This is an optimization exercise on Yosys and OpenROAD, whose aim is small area, not a production implementation.
Power is estimated from default activity; no workload was simulated.

==> willow: inputs <==
## cpu
module cpu(out, in, clk, reset);
input  [7:0] in;
input        clk, reset;
output [7:0] out;
reg [7:0] out;
reg [7:0] reg_a, reg_b, reg_c;
reg [7:0] m0, m1, m2, m3, m4, m5, m6, m7;
reg [7:0] m8, m9, m10, m11, m12, m13, m14, m15;
reg [3:0] op;       
reg [3:0] n;        
reg       skip;     
reg       ldc;      
reg       outm;     
reg       wr_q;     
reg       actn_q;   
reg       ph;       
wire exec = ~skip & ~ldc & ~outm;
wire op_in  = exec & ((op == 4'h6) | (op == 4'h7) | (op == 4'h8));
wire op_a   = exec & ((op == 4'h6) | (op == 4'hd));
wire op_b   = exec & ((op == 4'h7) | (op == 4'he));
wire op_alu = exec & ~op[3] & ~(op[2] & op[1]);
wire op_ld  = exec & (op == 4'ha);
wire op_om  = exec & (op == 4'hc);
wire op_oc  = exec & (op == 4'hb);
wire [7:0] bus = (op[3] & (op[0] | op[1])) ? reg_c : in;
reg  [7:0] x, y;
reg        cin;
always @* begin
	x = reg_a; y = reg_b; cin = 1'b0;
	case (op[2:0])
	3'b000: begin y = reg_b;  cin = 1'b0; end
	3'b001: begin y = ~reg_b; cin = 1'b1; end
	3'b010: begin y = 8'h00;  cin = 1'b1; end
	3'b011: begin y = 8'hff;  cin = 1'b0; end
	3'b100: begin y = reg_b;  cin = 1'b1; end
	default: begin x = ~reg_a; y = 8'h00; cin = 1'b1; end
	endcase
end
wire [8:0] cy;
assign cy[0] = cin;
genvar i;
generate for (i = 0; i < 8; i = i + 1) begin : add
	assign cy[i+1] = (x[i] & y[i]) | (x[i] & cy[i]) | (y[i] & cy[i]);
end endgenerate
wire [7:0] alu = x ^ y ^ cy[7:0];
wire [15:0] dec = 16'h0001 << n;
wire [15:0] we  = {16{wr_q & ~reset}} & dec;
wire [15:0] wen = {16{actn_q | reset}} | ~dec;
wire [7:0] rdq = ({8{wen[0]}}  | m0)  & ({8{wen[1]}}  | m1)  & ({8{wen[2]}}  | m2)  & ({8{wen[3]}}  | m3)
               & ({8{wen[4]}}  | m4)  & ({8{wen[5]}}  | m5)  & ({8{wen[6]}}  | m6)  & ({8{wen[7]}}  | m7)
               & ({8{wen[8]}}  | m8)  & ({8{wen[9]}}  | m9)  & ({8{wen[10]}} | m10) & ({8{wen[11]}} | m11)
               & ({8{wen[12]}} | m12) & ({8{wen[13]}} | m13) & ({8{wen[14]}} | m14) & ({8{wen[15]}} | m15);
wire [7:0] rd = rdq ^ {8{ph}};
wire [7:0]  wd  = (bus ^ {8{ph}}) | {8{ldc | outm}};
always @(posedge clk) begin
	ph <= ~ph;
	m0  <= ~(({8{we[0]}}  | m0)  & ({8{wen[0]}}  | wd));
  ...
==> module cpu, before the edit <==
module cpu(out, in, clk, reset);
input  [7:0] in;
input        clk, reset;
output [7:0] out;
reg [7:0] out;
reg [7:0] reg_a, reg_b, reg_c;
reg [7:0] m0, m1, m2, m3, m4, m5, m6, m7;
reg [7:0] m8, m9, m10, m11, m12, m13, m14, m15;
reg [3:0] op;       
reg [3:0] n;        
reg       skip;     
reg       ldc;      
reg       outm;     
reg       wr_q;     
reg       actn_q;   
reg       ph;       
wire exec = ~skip & ~ldc & ~outm;
wire op_in  = exec & ((op == 4'h6) | (op == 4'h7) | (op == 4'h8));
wire op_a   = exec & ((op == 4'h6) | (op == 4'hd));
wire op_b   = exec & ((op == 4'h7) | (op == 4'he));
wire op_alu = exec & ~op[3] & ~(op[2] & op[1]);
wire op_ld  = exec & (op == 4'ha);
wire op_om  = exec & (op == 4'hc);
wire op_oc  = exec & (op == 4'hb);
wire [7:0] bus = (op[3] & (op[0] | op[1])) ? reg_c : in;
reg  [7:0] x, y;
reg        cin;
always @* begin
	x = reg_a; y = reg_b; cin = 1'b0;
	case (op[2:0])
	3'b000: begin y = reg_b;  cin = 1'b0; end
	3'b001: begin y = ~reg_b; cin = 1'b1; end
	3'b010: begin y = 8'h00;  cin = 1'b1; end
	3'b011: begin y = 8'hff;  cin = 1'b0; end
	3'b100: begin y = reg_b;  cin = 1'b1; end
	default: begin x = ~reg_a; y = 8'h00; cin = 1'b1; end
	endcase
end
wire [8:0] cy;
assign cy[0] = cin;
genvar i;
generate for (i = 0; i < 8; i = i + 1) begin : add
	assign cy[i+1] = (x[i] & y[i]) | (x[i] & cy[i]) | (y[i] & cy[i]);
end endgenerate
wire [7:0] alu = x ^ y ^ cy[7:0];
wire [15:0] dec = 16'h0001 << n;
wire [15:0] we  = {16{wr_q & ~reset}} & dec;
wire [15:0] wen = {16{actn_q | reset}} | ~dec;
wire [7:0] rdq = ({8{wen[0]}}  | m0)  & ({8{wen[1]}}  | m1)  & ({8{wen[2]}}  | m2)  & ({8{wen[3]}}  | m3)
               & ({8{wen[4]}}  | m4)  & ({8{wen[5]}}  | m5)  & ({8{wen[6]}}  | m6)  & ({8{wen[7]}}  | m7)
               & ({8{wen[8]}}  | m8)  & ({8{wen[9]}}  | m9)  & ({8{wen[10]}} | m10) & ({8{wen[11]}} | m11)
               & ({8{wen[12]}} | m12) & ({8{wen[13]}} | m13) & ({8{wen[14]}} | m14) & ({8{wen[15]}} | m15);
wire [7:0] rd = rdq ^ {8{ph}};
wire [7:0]  wd  = (bus ^ {8{ph}}) | {8{ldc | outm}};
always @(posedge clk) begin
	ph <= ~ph;
	m0  <= ~(({8{we[0]}}  | m0)  & ({8{wen[0]}}  | wd));
	m1  <= ~(({8{we[1]}}  | m1)  & ({8{wen[1]}}  | wd));
	m2  <= ~(({8{we[2]}}  | m2)  & ({8{wen[2]}}  | wd));
	m3  <= ~(({8{we[3]}}  | m3)  & ({8{wen[3]}}  | wd));
	m4  <= ~(({8{we[4]}}  | m4)  & ({8{wen[4]}}  | wd));
	m5  <= ~(({8{we[5]}}  | m5)  & ({8{wen[5]}}  | wd));
	m6  <= ~(({8{we[6]}}  | m6)  & ({8{wen[6]}}  | wd));
	m7  <= ~(({8{we[7]}}  | m7)  & ({8{wen[7]}}  | wd));
	m8  <= ~(({8{we[8]}}  | m8)  & ({8{wen[8]}}  | wd));
	m9  <= ~(({8{we[9]}}  | m9)  & ({8{wen[9]}}  | wd));
	m10 <= ~(({8{we[10]}} | m10) & ({8{wen[10]}} | wd));
	m11 <= ~(({8{we[11]}} | m11) & ({8{wen[11]}} | wd));
	m12 <= ~(({8{we[12]}} | m12) & ({8{wen[12]}} | wd));
	m13 <= ~(({8{we[13]}} | m13) & ({8{wen[13]}} | wd));
	m14 <= ~(({8{we[14]}} | m14) & ({8{wen[14]}} | wd));
	m15 <= ~(({8{we[15]}} | m15) & ({8{wen[15]}} | wd));
end
wire wr_next = ~(reset | op_in | op_ld | op_om) & in[7] & ~in[6] & ~in[5];
wire act_next = wr_next | (~reset & (op_ld | op_om));
always @(posedge clk) begin
	wr_q   <= wr_next;
	actn_q <= ~act_next;
end
always @(posedge clk) begin
	if (reset) begin
		reg_a <= 8'h00;
		reg_b <= 8'h00;
		reg_c <= 8'h00;
		out   <= 8'h00;
		skip  <= 1'b1;
		ldc   <= 1'b0;
		outm  <= 1'b0;
	end else begin
		if (op_a) reg_a <= bus;
		if (op_b) reg_b <= bus;
		if (op_alu) reg_c <= alu;
		else if (ldc) reg_c <= rd;
		if (wr_q) out <= 8'h00;
		else if (op_oc) out <= reg_c;
		else if (outm) out <= rd;
		skip <= op_in;
		ldc  <= op_ld;
		outm <= op_om;
	end
end
always @(posedge clk) begin
	op <= in[7:4];
	if (~(op_ld | op_om))
		n <= in[3:0];
end
endmodule
export LEC_CHECK = 0
export CAP_MARGIN = 20
export CORE_MARGIN = 2
export CORE_UTILIZATION = 40
export SLEW_MARGIN = 20
create_clock -name core_clock -period 5.0 [get_ports {clk}]
standard.sh (not shown) runs the stock make flow with config.mk's settings and CLKGATE_MAP_FILE= SYNTH_SCRIPT=/design/flow/synth_recipe.tcl, a recipe that flattens the netlist after the stock synthesis.
==> flow/flow/run.sh <==
#!/bin/bash
# Own layout flow: the standard flow (standard.sh) with
#  - the standard synthesis script, except that ABC maps the logic with an
#    area-oriented script (flow/area.abc); ABC does not touch the registers,
#  - single-size buffers on the ports,
#  - a clock tree of mid-size buffers without dummy loads.
# All tool output goes to standard.log here and ORFS's logs under orfs/logs.
set -euo pipefail
here=$(pwd)
{
  echo 'proc abc {args} {'
  echo '  set i [lsearch -exact $args -script]'
  echo "  if { \$i >= 0 } { lset args [expr {\$i + 1}] $here/flow/area.abc }"
  echo '  yosys abc {*}$args'
  echo '}'
  cat synth_recipe.tcl
} > own_synth.tcl
CTS="-sink_clustering_enable -repair_clock_nets -dont_use_dummy_load -buf_list sky130_fd_sc_hd__clkbuf_8"
bash standard.sh "SYNTH_SCRIPT=$here/own_synth.tcl" \
  "BUFFER_PORTS_ARGS=-buffer_cell sky130_fd_sc_hd__buf_1" \
  "CTS_ARGS=$CTS" finish > standard.log 2>&1
==> flow/flow/area.abc <==
strash
ifraig
scorr
dc2
strash
dch -f
amap
topo
==> violet (differences from willow) <==
==> flow/design.v (replaced) <==
module cpu(out, in, clk, reset);
input  [7:0] in;
input        clk, reset;
output [7:0] out;
reg [7:0] out;
reg [7:0] reg_a, reg_b, reg_c;
reg [7:0] m0, m1, m2, m3, m4, m5, m6, m7;
reg [7:0] m8, m9, m10, m11, m12, m13, m14, m15;
reg [3:0] op;       
reg [3:0] n;        
reg       skip;     
reg       ldc;      
reg       outm;     
wire exec = ~skip & ~ldc & ~outm;
wire op_in  = exec & ((op == 4'h6) | (op == 4'h7) | (op == 4'h8));
wire op_a   = exec & ((op == 4'h6) | (op == 4'hd));
wire op_b   = exec & ((op == 4'h7) | (op == 4'he));
wire op_w   = exec & ((op == 4'h8) | (op == 4'h9));
wire op_alu = exec & ~op[3] & ~(op[2] & op[1]);
wire op_ld  = exec & (op == 4'ha);
wire op_om  = exec & (op == 4'hc);
wire op_oc  = exec & (op == 4'hb);
wire [7:0] bus = (op[3] & (op[0] | op[1])) ? reg_c : in;
reg  [7:0] x, y;
reg        cin;
always @* begin
	x = reg_a; y = reg_b; cin = 1'b0;
	case (op[2:0])
	3'b000: begin y = reg_b;  cin = 1'b0; end
	3'b001: begin y = ~reg_b; cin = 1'b1; end
	3'b010: begin y = 8'h00;  cin = 1'b1; end
	3'b011: begin y = 8'hff;  cin = 1'b0; end
	3'b100: begin y = reg_b;  cin = 1'b1; end
	default: begin x = ~reg_a; y = 8'h00; cin = 1'b1; end
	endcase
end
wire [8:0] cy;
assign cy[0] = cin;
genvar i;
generate for (i = 0; i < 8; i = i + 1) begin : add
	assign cy[i+1] = (x[i] & y[i]) | (x[i] & cy[i]) | (y[i] & cy[i]);
end endgenerate
wire [7:0] alu = x ^ y ^ cy[7:0];
wire [15:0] dec = 16'h0001 << n;
wire [7:0] rd = ({8{dec[0]}}  & m0)  | ({8{dec[1]}}  & m1)  | ({8{dec[2]}}  & m2)  | ({8{dec[3]}}  & m3)
              | ({8{dec[4]}}  & m4)  | ({8{dec[5]}}  & m5)  | ({8{dec[6]}}  & m6)  | ({8{dec[7]}}  & m7)
              | ({8{dec[8]}}  & m8)  | ({8{dec[9]}}  & m9)  | ({8{dec[10]}} & m10) | ({8{dec[11]}} & m11)
              | ({8{dec[12]}} & m12) | ({8{dec[13]}} & m13) | ({8{dec[14]}} & m14) | ({8{dec[15]}} & m15);
wire wr = op_w & ~reset;
always @(posedge clk) begin
	if (wr & dec[0]) m0  <= bus;
	if (wr & dec[1]) m1  <= bus;
	if (wr & dec[2]) m2  <= bus;
	if (wr & dec[3]) m3  <= bus;
	if (wr & dec[4]) m4  <= bus;
	if (wr & dec[5]) m5  <= bus;
	if (wr & dec[6]) m6  <= bus;
	if (wr & dec[7]) m7  <= bus;
	if (wr & dec[8]) m8  <= bus;
	if (wr & dec[9]) m9  <= bus;
	if (wr & dec[10]) m10 <= bus;
	if (wr & dec[11]) m11 <= bus;
	if (wr & dec[12]) m12 <= bus;
	if (wr & dec[13]) m13 <= bus;
	if (wr & dec[14]) m14 <= bus;
	if (wr & dec[15]) m15 <= bus;
end
always @(posedge clk) begin
	if (reset) begin
		reg_a <= 8'h00;
		reg_b <= 8'h00;
		reg_c <= 8'h00;
		out   <= 8'h00;
		skip  <= 1'b1;
		ldc   <= 1'b0;
		outm  <= 1'b0;
	end else begin
		if (op_a) reg_a <= bus;
		if (op_b) reg_b <= bus;
		if (op_alu) reg_c <= alu;
		else if (ldc) reg_c <= rd;
		if (op_w) out <= 8'h00;
		else if (op_oc) out <= reg_c;
		else if (outm) out <= rd;
		skip <= op_in;
		ldc  <= op_ld;
		outm <= op_om;
	end
end
always @(posedge clk) begin
	op <= in[7:4];
	if (~(op_ld | op_om))
		n <= in[3:0];
end
endmodule
==> flow/flow/area.abc (replaced) <==
strash
ifraig
scorr
dc2
strash
dch -f
amap
topo
stime -c
buffer -c
upsize -c
dnsize -c
Settings changed: CORE_UTILIZATION 40 to 60, GPL_TIMING_DRIVEN set to 0.
==> garnet (differences from willow) <==
==> flow/design.v (replaced) <==
module cpu(out, in, clk, reset);
input  [7:0] in;
input        clk, reset;
output [7:0] out;
reg [7:0] out;
reg [7:0] reg_a, reg_b, reg_c;
reg [7:0] m0, m1, m2, m3, m4, m5, m6, m7;
reg [7:0] m8, m9, m10, m11, m12, m13, m14, m15;
reg [3:0] op;       
reg [3:0] n;        
reg       skip;     
reg       ldc;      
reg       outm;     
wire exec = ~skip & ~ldc & ~outm;
wire op_in  = exec & ((op == 4'h6) | (op == 4'h7) | (op == 4'h8));
wire op_a   = exec & ((op == 4'h6) | (op == 4'hd));
wire op_b   = exec & ((op == 4'h7) | (op == 4'he));
wire op_w   = exec & ((op == 4'h8) | (op == 4'h9));
wire op_alu = exec & ~op[3] & ~(op[2] & op[1]);
wire op_ld  = exec & (op == 4'ha);
wire op_om  = exec & (op == 4'hc);
wire op_oc  = exec & (op == 4'hb);
wire [7:0] bus = (op[3] & (op[0] | op[1])) ? reg_c : in;
reg  [7:0] x, y;
reg        cin;
always @* begin
	x = reg_a; y = reg_b; cin = 1'b0;
	case (op[2:0])
	3'b000: begin y = reg_b;  cin = 1'b0; end
	3'b001: begin y = ~reg_b; cin = 1'b1; end
	3'b010: begin y = 8'h00;  cin = 1'b1; end
	3'b011: begin y = 8'hff;  cin = 1'b0; end
	3'b100: begin y = reg_b;  cin = 1'b1; end
	default: begin x = ~reg_a; y = 8'h00; cin = 1'b1; end
	endcase
end
wire [7:0] alu = x + y + {7'b0, cin};
wire [15:0] dec = 16'h0001 << n;
wire [7:0] rd = ({8{dec[0]}}  & m0)  | ({8{dec[1]}}  & m1)  | ({8{dec[2]}}  & m2)  | ({8{dec[3]}}  & m3)
              | ({8{dec[4]}}  & m4)  | ({8{dec[5]}}  & m5)  | ({8{dec[6]}}  & m6)  | ({8{dec[7]}}  & m7)
              | ({8{dec[8]}}  & m8)  | ({8{dec[9]}}  & m9)  | ({8{dec[10]}} & m10) | ({8{dec[11]}} & m11)
              | ({8{dec[12]}} & m12) | ({8{dec[13]}} & m13) | ({8{dec[14]}} & m14) | ({8{dec[15]}} & m15);
wire wr = op_w & ~reset;
always @(posedge clk) begin
	if (wr & dec[0]) m0  <= bus;
	if (wr & dec[1]) m1  <= bus;
	if (wr & dec[2]) m2  <= bus;
	if (wr & dec[3]) m3  <= bus;
	if (wr & dec[4]) m4  <= bus;
	if (wr & dec[5]) m5  <= bus;
	if (wr & dec[6]) m6  <= bus;
	if (wr & dec[7]) m7  <= bus;
	if (wr & dec[8]) m8  <= bus;
	if (wr & dec[9]) m9  <= bus;
	if (wr & dec[10]) m10 <= bus;
	if (wr & dec[11]) m11 <= bus;
	if (wr & dec[12]) m12 <= bus;
	if (wr & dec[13]) m13 <= bus;
	if (wr & dec[14]) m14 <= bus;
	if (wr & dec[15]) m15 <= bus;
end
always @(posedge clk) begin
	if (reset) begin
		reg_a <= 8'h00;
		reg_b <= 8'h00;
		reg_c <= 8'h00;
		out   <= 8'h00;
		skip  <= 1'b1;
		ldc   <= 1'b0;
		outm  <= 1'b0;
	end else begin
		if (op_a) reg_a <= bus;
		if (op_b) reg_b <= bus;
		if (op_alu) reg_c <= alu;
		else if (ldc) reg_c <= rd;
		if (op_w) out <= 8'h00;
		else if (op_oc) out <= reg_c;
		else if (outm) out <= rd;
		skip <= op_in;
		ldc  <= op_ld;
		outm <= op_om;
	end
end
always @(posedge clk) begin
	op <= in[7:4];
	if (~(op_ld | op_om))
		n <= in[3:0];
end
endmodule
==> flow/flow/run.sh (replaced) <==
#!/bin/bash
# Own layout flow: the standard flow (standard.sh) with
#  - the standard synthesis script, except that ABC maps the logic with an
#    area-oriented script (flow/area.abc); registers are untouched by ABC,
#  - single-size buffers on the ports,
#  - a smaller clock tree.
set -euo pipefail
here=$(pwd)
{
  echo 'proc abc {args} {'
  echo '  set i [lsearch -exact $args -script]'
  echo "  if { \$i >= 0 } { lset args [expr {\$i + 1}] $here/flow/area.abc }"
  echo '  yosys abc {*}$args'
  echo '}'
  cat synth_recipe.tcl
} > own_synth.tcl
CTS="-sink_clustering_enable -repair_clock_nets -dont_use_dummy_load -buf_list sky130_fd_sc_hd__clkbuf_8 -sink_clustering_size 50 -sink_clustering_max_diameter 100"
bash standard.sh "SYNTH_SCRIPT=$here/own_synth.tcl" \
  "BUFFER_PORTS_ARGS=-buffer_cell sky130_fd_sc_hd__buf_1" \
  "CTS_ARGS=$CTS" finish > standard.log 2>&1
Settings changed: CAP_MARGIN 20 to 0, GPL_TIMING_DRIVEN set to 0, SLEW_MARGIN 20 to 0.
==> comparison <==
willow finished clean. garnet produced a clean layout. violet completed without violations.
Against garnet, the sequential share of layout area of willow is lower by 15 points.
Global-route usage: violet > willow > garnet.
In garnet the hold slack is better than in willow, by 9.5 ps.
Cell count: willow > garnet > violet.
Sequential cell count: willow is higher than violet (3).
Routed wire length, highest first: willow, garnet, violet.
Of garnet and willow, garnet has the higher maximum frequency (gap about 23%, measured against willow).
Via count, highest first: willow, garnet, violet.
The highest core utilization belongs to violet, the lowest to garnet.
==> figures <==
Instance count on the critical path: garnet 16; violet 20; willow 19
Length of routed met2 wiring: garnet 7.89 mm; violet 7.84 mm; willow 8.93 mm
Largest fanout of any net on the critical path: garnet 16; violet 10; willow 8
Vias in the first global route: garnet 4318; violet 4273; willow 5350
Vias: garnet 4597; violet 4403; willow 5966
Adder-cell share of the synthesized area: garnet 0.0171; violet 0.0198; willow 0.0217
Post-synthesis compound-gate area fraction: garnet 0.161; violet 0.144; willow 0.265
Worst r2r path cells: garnet 16; violet 20; willow 19
P_comb: garnet 0.000231 W; violet 0.000265 W; willow 0.000253 W
Post-synthesis register bit count: garnet 171; violet 171; willow 174
Post-synthesis share of cell area spent on and, or, nand and nor gates: garnet 0.0928; violet 0.132; willow 0.152
Seq_cells: garnet 171; violet 171; willow 174
Area share of the leading cell type in the synthesized netlist: garnet 0.590; violet 0.560; willow 0.528
Area grow syn2layout: garnet 11.7%; violet 7.99%; willow 12.2%
Core outline area: garnet 16500 sq um; violet 11500 sq um; willow 15800 sq um
Data arrival time at the worst-slack endpoint: garnet 4170 ps; violet 5080 ps; willow 5120 ps
Non-clock inverter count in the final layout: garnet 39; violet 25; willow 25
Result of the run: garnet timing/DRC/antenna clean; violet timing/DRC/antenna clean; willow timing/DRC/antenna clean
Destination of the worst register-to-register timing path: garnet reg_c[6]; violet reg_c[7]; willow reg_c[7]
Int Pwr: garnet 0.00192 W; violet 0.00194 W; willow 0.00189 W
No run of this note included a check of the RTL's function; only the layout flow was run.

-- port drivers added, routing unchanged --
Ports are ideal in the flow. The routed layouts listed here were re-timed in OpenROAD.
Step 1 (the two cells are an assumption about what drives the block):
set clk [get_ports {clk}]
set_driving_cell -lib_cell sky130_fd_sc_hd__clkbuf_16 $clk
set_driving_cell -lib_cell sky130_fd_sc_hd__buf_2 [delete_from_list [all_inputs] $clk]
Step 2 times the ports against the registers' clock, not the clock port: input delays grow and output delays shrink by t, the midpoint of the rising clock arrivals with the driver on.
Three values: no drivers, after step 1, after step 2; two values: the first two.
run | shift t [ns] | setup WS [ns] | worst setup path at the end | worst register clock-pin slew, ns
willow | 0.514 | 0.237 / 0.237 / 0.237 | register to register | 0.09 / 0.09
violet | 0.476 | 0.221 / 0.221 / 0.221 | register to register | 0.09 / 0.09
garnet | 0.484 | 1.129 / 1.129 / 1.129 | register to register | 0.08 / 0.08
After both steps every run listed still meets setup and hold.
